This is an optimization exercise on Yosys and OpenROAD, whose aim is small area and a short achievable clock period, not a production implementation. No functional check of the RTL was part of any run shown here.

==> flow/design.v (outline; a module is shown in full before it is edited, if it fits) <==
// module iir_fa: 4 lines
// module iir_ha: 4 lines
// module iir_gp: 4 lines
// module iir_g: 3 lines
// module iir_gpn: 4 lines
// module iir_gn: 3 lines
// module iir_gpi: 4 lines
// module iir_gi: 3 lines
// module iir_nor: 3 lines
// module iir_nand: 3 lines
// module iir_andn: 3 lines
// module iir_gpa: 4 lines
// module iir_ga: 3 lines
// module iir_mj: 3 lines
// module iir_mx: 3 lines
// module iir_fg: 6 lines
// module iir_an: 3 lines
// module iir_xo: 3 lines
// module iir_xn: 3 lines
// module iir_or: 3 lines
// module pipelined_iir: 11372 lines
module pipelined_iir(clk, reset, x, y);
  // ...
==> flow/flow/run.sh <==
#!/bin/bash
set -euo pipefail
export SETUP_SLACK_MARGIN=16
bash standard.sh MATCH_CELL_FOOTPRINT=0   finish > standard.log 2>&1
==> flow/standard.sh <==
#!/bin/bash
# synth_recipe.tcl (not shown) runs the flow's synth.tcl, then flattens the netlist and writes it again
# the make line also repeats each setting of config.mk as NAME=value (left out here)
make -C /OpenROAD-flow-scripts/flow DESIGN_CONFIG=/design/flow/config.mk WORK_HOME=/design/flow/orfs CLKGATE_MAP_FILE= SYNTH_SCRIPT=/design/flow/synth_recipe.tcl "${@:-finish}"
==> flow/config.mk <==
export PLATFORM = sky130hd
export DESIGN_NAME = pipelined_iir
export DESIGN_NICKNAME = pipelined_iir
export VERILOG_FILES = /design/flow/design.v
export SDC_FILE = /design/flow/constraint.sdc
export NUM_CORES = 8
export LEC_CHECK = 0
export CAP_MARGIN = 40
export CORE_MARGIN = 2
export CORE_UTILIZATION = 45
export PLACE_DENSITY = 0.75
export SLEW_MARGIN = 40
export SYNTH_HIERARCHICAL = 1
export SYNTH_MINIMUM_KEEP_SIZE = 0
==> flow/constraint.sdc <==
create_clock -name core_clock -period 32.0 [get_ports {clk}]
set_input_delay 6.4000 -clock core_clock [delete_from_list [all_inputs] [get_ports {clk}]]
set_output_delay 6.4000 -clock core_clock [all_outputs]
set_load 0.01 [all_outputs]
==> impl_metrics.toml, run 1 <==
[clock_network]
cts.clk_slew.worst_paths_ns = 0.06
hold_buffers = 0
clkSinkCount = 829
clkLatencyLatePin_ns = 0.88

[yosys]
synthCells = 11420
synth_area_um2 = 148400
ys.flop_type = "dfxtp_1"

[detailed_routing]
antenna_left = 0
wl_met1_um = 192000
wire_per_inst_um = 37.12
dr.max_layer_used = "met5"
wl_um = 622200

[global_routing]
first_global_vias = 110600
grt-busiest-layer = "met2"
grt_max_degree = 130

[sta]
worst_pin_slew_ns = 1.001
relSlewSlack = 0.3319
skew_ns = 0.1050
fin_tns_setup_ns = 0

[worst_setup_path]
crit_buf_inv = 7
start_kind = "input pin"
timing.rr.start = "qr[5]"
r2r_end = "w3[59]"
max_stage_delay_ns = 0.46

[finish]
antenna_cells = 55

[placed_design]
pre_cts_ws_ns = 13.06
port_buffers = 65

[status]
outcome = "no timing/DRC/antenna violations"
==> inputs of run 2 (changes only) <==
--- a/flow/config.mk
+++ b/flow/config.mk
@@ -12,3 +12,4 @@
 export SLEW_MARGIN = 40
 export SYNTH_HIERARCHICAL = 1
 export SYNTH_MINIMUM_KEEP_SIZE = 0
+export TNS_END_PERCENT = 5
==> impl_metrics.toml, run 2 <==
[hold_path]
hold_start = "w4[1]"
whs_path_depth = 1
hold_path_end = "w3[1]"
holdCritPathClass = "reg2reg"

[yosys]
avgSynthCellArea_um2 = 13.00
yosys_warnings = 7
synthTopCellsByArea = "fa_1, dfxtp_1, ha_1, inv_1, xor2_1"
synthXorXnorAreaFrac = 0.04397
synth_top_area_share = 0.6239
yosys.area_share.simple = 0.04381
synth_most_common_cell = "fa_1"
synthCells = 11420
async_flop_share = 0
yosysUniqueCellTypes = 66
synth_area_um2 = 148400
muxShareOfSynthArea = 0
ys.flop_type = "dfxtp_1"
synth_edf_count = 0
synth_compound_area_frac = 0.03887
synth_top_family_by_area = "adder cells"
synth_top_area_cell = "fa_1"
synth-seq-cells = 829
seq_area_frac_synth = 0.1118
synth_common_cells = "fa_1, inv_1, ha_1"
synth_fa_ha_area_frac = 0.7115

[clock_network]
numCtsBuffers = 106
cts.clk_slew.worst_paths_ns = 0.06
clkLatencyLatePin_ns = 0.89
clkSinkCount = 829
clockBufferDepth = 3
hold_buffers = 0
clockRootBuffer = "clkbuf_16"
cts.htree.levels = 3
cts_tree = "done"

[finish]
drive_gt1_frac = 0.1387
area_growth_pct = 12.12
layout.nets = 17690
finalNonFillerCells = 16660
layout_commonest_cell = "fa_1"
finish.utilization = 0.5078
design_area_um2 = 166400
final_cell_mix = "fa_1, inv_1, ha_1"

[global_routing]
grt_overflow_total = 0
antenna_found_initial = 46
grt_max_degree = 130
first_global_vias = 110200
grtUsageTotal = 0.3880
grt_pass1_wl_um = 872700

[status]
outcome = "no timing/DRC/antenna violations"

[sta]
min_period_over_period = 0.5252
timing.final.hold_violations = 0
period_needed_ns = 16.81
fin_tns_setup_ns = 0
worst_pin_slew_ns = 1.123
relSlewSlack = 0.2512
max_freq_mhz = 59.50
setup_viol_count_final = 0
skew_ns = 0.07747
rsz0062_at_grt = "yes"
maxSlewViolCount = 0

[worst_setup_path]
cp_max_fo = 13
max_stage_delay_ns = 0.35
cp-end-kind = "primary output"
cp_data_required_time_ns = 25.60
start_kind = "input pin"
r2r_slack_ns = 15.96
crit_family = "adder cells"
r2r_cells = 43
worst_ep_arrival_time_ns = 10.41
critPathKind = "in2out"
r2r_end = "s1[54]"
crit_buf_inv = 5
path_cells = "buf_4, buf_12, xor2_1, xor2_1, maj3_2, maj3_2, xor2_2, xor2_1, ha_2, a21oi_4, o21ai_4, a21oi_2, o21ai_4, a21o_2, buf_12, buf_12, a21oi_4, xnor2_4, buf_2"
critPathSlowestCell = "maj3_2"
timing.rr.start = "xr[10]"

[floorplan]
dieArea_um2 = 334400
rows = 210
die_x_um = 578.3
initial_core_util = 0.4529
coreArea_um2 = 327700
io_pins = 66
die_h_um = 578.3

[placed_design]
port_buffers = 65
place.gp.congestion = 1.103
place_area_um2 = 159400
hpwlAfterDp_um = 478400
post-place-cells = 16260

[detailed_routing]
drt_iter0_drc = 12320
wire_per_inst_um = 37.98
via_count = 101100
wl_um = 632700
drt_first_pass_iters = 7
drc = 0
antenna_left = 0
via_per_inst = 6.070

[flow_run]
maxCapViolCount = 0
-- run 2: cell counts after synthesis --
Identical to the previous run, type by type.
-- run 2: how the worst max path moves through the flow --
stage / startpoint / end / slack (ns) / cells past startpoint
final: x[24] / y[30] / 15.19 / 19
after detailed placement: x[31] / y[29] / 13.01 / 17
after global routing: x[20] / y[30] / 15.14 / 19
after floorplan: x[31] / y[29] / 15.96 / 14
after global placement: x[31] / y[29] / 12.62 / 17
after CTS: x[0] / y[30] / 15.37 / 20
-- run 2: cells by family after synthesis --
| group | Yosys count |
|---|---|
| xor gates and xnor gates | 745 |
| other | 1 |
| buffers and inverters | 1946 |
| DFF | 829 |
| adders and majority gates | 5684 |
| AOI/OAI and AO/OA | 789 |
| and+or+nand+nor | 1421 |
-- run 2: Yosys stat by module (local to each module, per instance), a selection --
module | copies in the design | cell area (um2) | cells
iir_gi | 53 | 5.005 | 1
iir_gn | 57 | 8.758 | 1
iir_gp | 32 | 13.76 | 2
iir_gpa | 15 | 13.76 | 2
iir_gpi | 92 | 12.51 | 2
iir_gpn | 149 | 12.51 | 2
iir_ha | 551 | 12.51 | 1
iir_mj | 206 | 11.26 | 1
iir_nor | 356 | 3.754 | 1
iir_xn | 62 | 8.758 | 1
iir_xo | 427 | 8.758 | 1
pipelined_iir | 1 | 37300 | 4204
-- run 2: per-stage QoR --
| step | setup WS, ns | hold slack (ns) |
|---|---|---|
| floorplan | 15.96 | 0.3434 |
| global placement | 12.62 | 0.3451 |
| detailed placement | 13.01 | 0.3516 |
| CTS | 15.37 | 0.3662 |
| global route | 15.14 | 0.3776 |
| finish | 15.19 | 0.3646 |
-- run 2: layer usage --
layer	part of all wire	up-vias	wire length, um	track usage
li1	-	36150	-	-
met1	0.31	52830	193100	0.4234
met2	0.40	8717	251000	0.5275
met3	0.17	3392	105100	0.2171
met4	0.13	46	82660	0.3656
met5	0.0014	-	866	0.01432
-- run 2: final cells by class --
type,instances,area [um2]
sequential,829,16650
timing repair buffer,687,6350
tap,4346,5438
clock buffer,143,3053
inverter,1895,7124
multi-input combinational,8654,126900
fill,27630,161300
clock inverter,45,669.4
antenna,61,152.6
-- run 2: repair_timing --
action,CTS,global route
resized for setup,309,71
buffers inserted,66,61
pin swaps,57,54
setup endpoints to repair,55,38
cloned,7,15

==> afterwards: timing with drivers on the ports <==
The results above use ideal ports. As a check the final layouts listed here were re-extracted and re-timed, cells and wires unchanged. Step 1, drivers: a clkbuf_16 drives clk and a buf_2 each remaining input, both assumed. Step 2, shift: input delay + t, output delay - t, t = (earliest + latest rising clock arrival at the registers) / 2. This alone moves slack from input paths to output paths. a / b / c = ideal / step 1 / step 2; a / b = the first two.
run	t (ns)	setup WS [ns]	hold WS [ns]	cell pins on the clock port's net
run 1	0.932	15.188 / 15.011 / 15.011	0.367 / 0.367 / 0.367	1
run 2	0.962	15.194 / 15.151 / 15.151	0.365 / 0.365 / 0.365	1
After both steps every run listed still meets setup and hold. The setup slack of run 1, which loses most, moves by -0.177 ns with the drivers and by -0.177 ns with both steps.
